Context: an optimization exercise on an open-source flow, tuned for small area, a short achievable clock period and few clock cycles. The choices shown serve that exercise and are no tape-out recipe. RTL that was checked went through simulation tests only; none was proved equivalent to the original.

== run A ==
// CONVCOR
module CONVCOR(
        clk,
        rst_n,
        in_valid,
        in_a,
        in_b,
        in_mode,
        out_valid,
        out
);
input              clk;
input              rst_n;
input              in_valid;
input      [15:0]  in_a;
input      [15:0]  in_b;
input              in_mode;
output reg         out_valid;
output reg [35:0]  out;
reg [15:0] xa, ra1, ra2, xb, rb1, rb2;
reg [3:0]  st;      
reg        mode;
wire        cur_mode = (st == 4'd0) ? in_mode : mode;
wire [15:0] in_bx    = {in_b[15:8], in_b[7:0] ^ {8{~cur_mode}}};
reg [3:0] st_n;
always @(*) begin
    if (!rst_n)
        st_n = 4'd0;
    else if (st == 4'd0)
        st_n = in_valid ? 4'd1 : 4'd0;
    else if ((mode && st == 4'd3) || st == 4'd9)
        st_n = 4'd0;
    else
        st_n = st + 4'd1;
end
wire s0 = (st == 4'd0), s1 = (st == 4'd1), s2 = (st == 4'd2), s3 = (st == 4'd3);
  ...
For scale: about 1,300 cells after synthesis, roughly 240 flip-flops, about 73 I/O pins, roughly 15,000 sq um of cells after synthesis.
clock: 12.0 ns
lec_check: 0
abc_clock_period_in_ps: 3300
cap_margin: 20
core_margin: 2
core_utilization: 40
slew_margin: 20
synth_hierarchical: 1
standard.sh (not shown) runs the stock make flow with config.mk's settings and CLKGATE_MAP_FILE= SYNTH_SCRIPT=/design/flow/synth_recipe.tcl, a recipe that flattens the netlist after the stock synthesis.
==> flow/flow/run.sh <==
#!/bin/bash
# Standard ORFS layout, with repair_timing aiming for extra setup slack so the
# layout is sized for a shorter period than the 12 ns constraint, plain
# buffers on the ports, larger clock sink clusters and no dummy clock loads.
set -euo pipefail
bash standard.sh SETUP_SLACK_MARGIN=8.7 \
  "BUFFER_PORTS_ARGS=-buffer_cell sky130_fd_sc_hd__buf_1" \
  "CTS_ARGS=-sink_clustering_enable -repair_clock_nets -dont_use_dummy_load -sink_clustering_size 24 -sink_clustering_max_diameter 150" \
  finish > flow_standard.log 2>&1
Run A did not stop at any stage, and its layout met the timing, design-rule and antenna checks.
Testbench counts of run A, summed over its fixed seeds: cycles 64,050.
Inputs modified between run A and run B:
- removing ABC_CLOCK_PERIOD_IN_PS (formerly 3300)
==> flow/flow/run.sh <==
#!/bin/bash
# Standard ORFS layout, with repair_timing aiming for extra setup slack so the
# layout is sized for a shorter period than the 12 ns constraint, plain
# buffers on the ports, larger clock sink clusters and no dummy clock loads.
set -euo pipefail
bash standard.sh SETUP_SLACK_MARGIN=8.7 \
  "BUFFER_PORTS_ARGS=-buffer_cell sky130_fd_sc_hd__buf_1" \
  "CTS_ARGS=-sink_clustering_enable -dont_use_dummy_load -sink_clustering_size 24 -sink_clustering_max_diameter 150 -distance_between_buffers 500 -branching_point_buffers_distance 500" \
  finish > flow_standard.log 2>&1
--- outcome ---
- Run B vs. run A: wire length on met3 closely matched the old numbers; die span in y level.
- Changes observed in run B relative to run A: final sum of negative setup slack held steady; final period utilization held steady; relative area change from synthesis to final layout held steady.
- Changes observed in run B relative to run A: final layout net count did not really move; highest fanout seen on the critical path did not really move.
- As far as cell count goes, run A and run B are indistinguishable; the numbers are identical.
- Run A -> run B: worst-case setup margin in the final layout delta 0, exact match
What run C does differently from run B at the input level:
==> flow/flow/run.sh <==
#!/bin/bash
# Standard ORFS layout, with repair_timing aiming for extra setup slack so the
# layout is sized for a shorter period than the 12 ns constraint, plain
# buffers on the ports, larger clock sink clusters and no dummy clock loads.
set -euo pipefail
bash standard.sh SETUP_SLACK_MARGIN=8.7 \
  "BUFFER_PORTS_ARGS=-buffer_cell sky130_fd_sc_hd__buf_1" \
  "CTS_ARGS=-sink_clustering_enable -repair_clock_nets -dont_use_dummy_load -sink_clustering_size 24 -sink_clustering_max_diameter 150" \
  finish > flow_standard.log 2>&1
==> notes.md <==
- Run B -> run C: wire length of the first global-routing pass delta 0, exact match
- Multi-input combinational gate total came out exactly the same in run C and run B.
- Run C -> run B: last weighted congestion value of the routability-driven placer delta 0, exact match
- Comparing run B against run C, there is no change at all in clock net sink count.
- Re total count of hold-check failures in the final report: no difference whatsoever between run B and run C.
diff inputs: run C => run D
==> flow/flow/run.sh <==
#!/bin/bash
# Standard ORFS layout, with repair_timing aiming for extra setup slack so the
# layout is sized for a shorter period than the 12 ns constraint, plain
# buffers on the ports, and no dummy clock-tree loads.
set -euo pipefail
bash standard.sh SETUP_SLACK_MARGIN=8.7 \
  "BUFFER_PORTS_ARGS=-buffer_cell sky130_fd_sc_hd__buf_1" \
  "CTS_ARGS=-sink_clustering_enable -repair_clock_nets -dont_use_dummy_load" \
  finish > flow_standard.log 2>&1
--- outcome ---
Run D: flow completed, timing, DRC and antenna clean
Looking at global-route usage, run D sits above run C.
Final critical-path setup slack ended up 33 ps lower on run D than on run C.
In the reports for run D and run C, the smaller design area belongs to run C.
Between run D and run C, it is run D whose area added between synthesis and finish is higher, by 2.9 points.


Another version of the RTL of CONVCOR (not shown whole).
Size: about 1,400 cells after synthesis, ~270 flip-flops, about 73 I/O pins, about 16,000 um2 of cells after synthesis.
export LEC_CHECK = 0
export CAP_MARGIN = 20
export CORE_MARGIN = 2
export CORE_UTILIZATION = 40
export SLEW_MARGIN = 20
export SYNTH_HIERARCHICAL = 1
create_clock -name core_clock -period 12.0 [get_ports {clk}]
==> flow/flow/run.sh <==
#!/bin/bash
# Standard ORFS layout, with repair_timing aiming for extra setup slack so the
# layout is sized for a shorter period than the 12 ns constraint.
set -euo pipefail
bash standard.sh SETUP_SLACK_MARGIN=8.7 finish > flow_standard.log 2>&1
Edit:
==> flow/flow/run.sh (replaced) <==
#!/bin/bash
# Standard ORFS layout, with repair_timing aiming for extra setup slack so the
# layout is sized for a shorter period than the 12 ns constraint, plain
# buffers on the ports, and no dummy clock-tree loads.
set -euo pipefail
bash standard.sh SETUP_SLACK_MARGIN=8.7 \
  "BUFFER_PORTS_ARGS=-buffer_cell sky130_fd_sc_hd__buf_1" \
  "CTS_ARGS=-sink_clustering_enable -repair_clock_nets -dont_use_dummy_load" \
  finish > flow_standard.log 2>&1
Effect: Die area stays the same. Maximum frequency is about the same. Routed wire length goes down by 2.4%. Setup slack is better by 8.9 ps. Register-to-register slack got worse by 60 ps. Via count went down by 1.2%. Flip-flop and latch count is unchanged. Count of clock-buffer cells in the layout went down by 13.
Function was not checked in any run of this note: the RTL went through the layout flow alone.


CONVCOR with an RTL version that a note above also has.
Size in the first run: about 1300 cells after synthesis, ~240 flip-flops, ~0.015 mm² of cells after synthesis.
## CONVCOR
module CONVCOR(
        clk,
        rst_n,
        in_valid,
        in_a,
        in_b,
        in_mode,
        out_valid,
        out
);
clock: 12.0 ns
lec_check: 0
cap_margin: 20
core_margin: 2
core_utilization: 40
slew_margin: 20
synth_hierarchical: 1
==> flow/flow/run.sh <==
#!/bin/bash
# Standard ORFS layout, with repair_timing aiming for extra setup slack so the
# layout is sized for a shorter period than the 12 ns constraint, plain
# buffers on the ports, larger clock sink clusters and no dummy clock loads.
set -euo pipefail
bash standard.sh SETUP_SLACK_MARGIN=8.4 \
  "BUFFER_PORTS_ARGS=-buffer_cell sky130_fd_sc_hd__buf_1" \
  "CTS_ARGS=-sink_clustering_enable -repair_clock_nets -dont_use_dummy_load -sink_clustering_size 24 -sink_clustering_max_diameter 150" \
  finish > flow_standard.log 2>&1
Testbench counts at the start, summed over its fixed seeds: cycles 64,050.
Rerun with:
==> flow/flow/run.sh (replaced) <==
#!/bin/bash
# Standard ORFS layout, with repair_timing aiming for extra setup slack so the
# layout is sized for a shorter period than the 12 ns constraint, plain
# buffers on the ports, and no dummy clock-tree loads.
set -euo pipefail
bash standard.sh SETUP_SLACK_MARGIN=8.7 \
  "BUFFER_PORTS_ARGS=-buffer_cell sky130_fd_sc_hd__buf_1" \
  "CTS_ARGS=-sink_clustering_enable -repair_clock_nets -dont_use_dummy_load" \
  finish > flow_standard.log 2>&1
Settings changed: CTS_CLUSTER_DIAMETER set to 100, CTS_CLUSTER_SIZE set to 50.
Outcome: The new run completed with no timing, DRC or antenna violations; routed wire length rises by 7.7%; worst hold slack improved by 10 ps; cell count grows by 4.1%.
Rerun with:
--- a/flow/flow/run.sh
+++ b/flow/flow/run.sh
@@ -4 +4 @@
-# buffers on the ports, and no dummy clock-tree loads.
+# buffers on the ports, larger clock sink clusters and no dummy clock loads.
@@ -8 +8 @@
-  "CTS_ARGS=-sink_clustering_enable -repair_clock_nets -dont_use_dummy_load" \
+  "CTS_ARGS=-sink_clustering_enable -repair_clock_nets -dont_use_dummy_load -sink_clustering_size 24 -sink_clustering_max_diameter 150 -num_static_layers 1" \
Settings changed: CTS_CLUSTER_DIAMETER 100 to not set, CTS_CLUSTER_SIZE 50 to not set.
- worst setup slack gets better by 37 ps
- flip-flop and latch count does not change
- design area went down by about 2.5%
- synthesized cell count does not change
- sequential share of layout area rose by 0.81 points
- die area is unchanged
- utilization fell by 1.2 points
Rerun with:
--- a/flow/flow/run.sh
+++ b/flow/flow/run.sh
@@ -6 +6 @@
-bash standard.sh SETUP_SLACK_MARGIN=8.7 \
+bash standard.sh SETUP_SLACK_MARGIN=8.65 \
@@ -8 +8 @@
-  "CTS_ARGS=-sink_clustering_enable -repair_clock_nets -dont_use_dummy_load -sink_clustering_size 24 -sink_clustering_max_diameter 150 -num_static_layers 1" \
+  "CTS_ARGS=-sink_clustering_enable -repair_clock_nets -dont_use_dummy_load -sink_clustering_size 24 -sink_clustering_max_diameter 150" \
Effect: Count of clock-buffer cells in the layout does not change. Cell area drops by about 0.47%. Wire length fell by 1.3%. Via count shrinks by about 0.7%. Hold slack is worse by 13 ps. Global-route usage fell by 0.31 points. First-iteration DRC count is higher by 23%. Synthesized area stays the same. Worst setup slack loses 33 ps.

-- re-timing with driven ports --
The results above use ideal ports. As a check the final layouts listed here were re-extracted and re-timed, cells and wires unchanged. Step 1 assumes that a clkbuf_16 drives the clock port and a buf_2 every other input. Step 2, shift: input delay + t, output delay - t, t = (earliest + latest rising clock arrival at the registers) / 2. This alone moves slack from input paths to output paths. a / b / c = no drivers / after step 1 / after step 2; a / b = the first two.
run | t (ns) | setup slack, ns | latest minus earliest clock arrival (ns) | slew at the worst register clock pin (ns) | worst data-port slew with drivers (ns)
run A | 0.532 | 8.646 / 8.595 / 8.488 | 0.044 / 0.043 | 0.10 / 0.10 | 0.09
run B | 0.532 | 8.646 / 8.595 / 8.488 | 0.044 / 0.043 | 0.10 / 0.10 | 0.09
run C | 0.532 | 8.646 / 8.595 / 8.488 | 0.044 / 0.043 | 0.10 / 0.10 | 0.09
run D | 0.571 | 8.613 / 8.563 / 8.476 | 0.064 / 0.064 | 0.06 / 0.06 | 0.08
the first run of note 2 | 0.619 | 8.581 / 8.529 / 8.174 | 0.010 / 0.010 | 0.06 / 0.06 | 0.05
the second run of note 2 | 0.593 | 8.590 / 8.541 / 8.245 | 0.041 / 0.041 | 0.07 / 0.07 | 0.06
the first run of note 3 | 0.529 | 8.438 / 8.438 / 8.312 | 0.044 / 0.044 | 0.10 / 0.10 | 0.07
the second run of note 3 | 0.571 | 8.613 / 8.563 / 8.476 | 0.064 / 0.064 | 0.06 / 0.06 | 0.08
the third run of note 3 | 0.532 | 8.650 / 8.598 / 8.486 | 0.041 / 0.041 | 0.11 / 0.11 | 0.09
the fourth run of note 3 | 0.538 | 8.617 / 8.566 / 8.489 | 0.046 / 0.047 | 0.10 / 0.10 | 0.07
After both steps setup and hold are still met in every run listed. For the first run of note 2, which loses most, drivers alone change the setup slack by -0.052 ns; drivers and shift together by -0.407 ns.
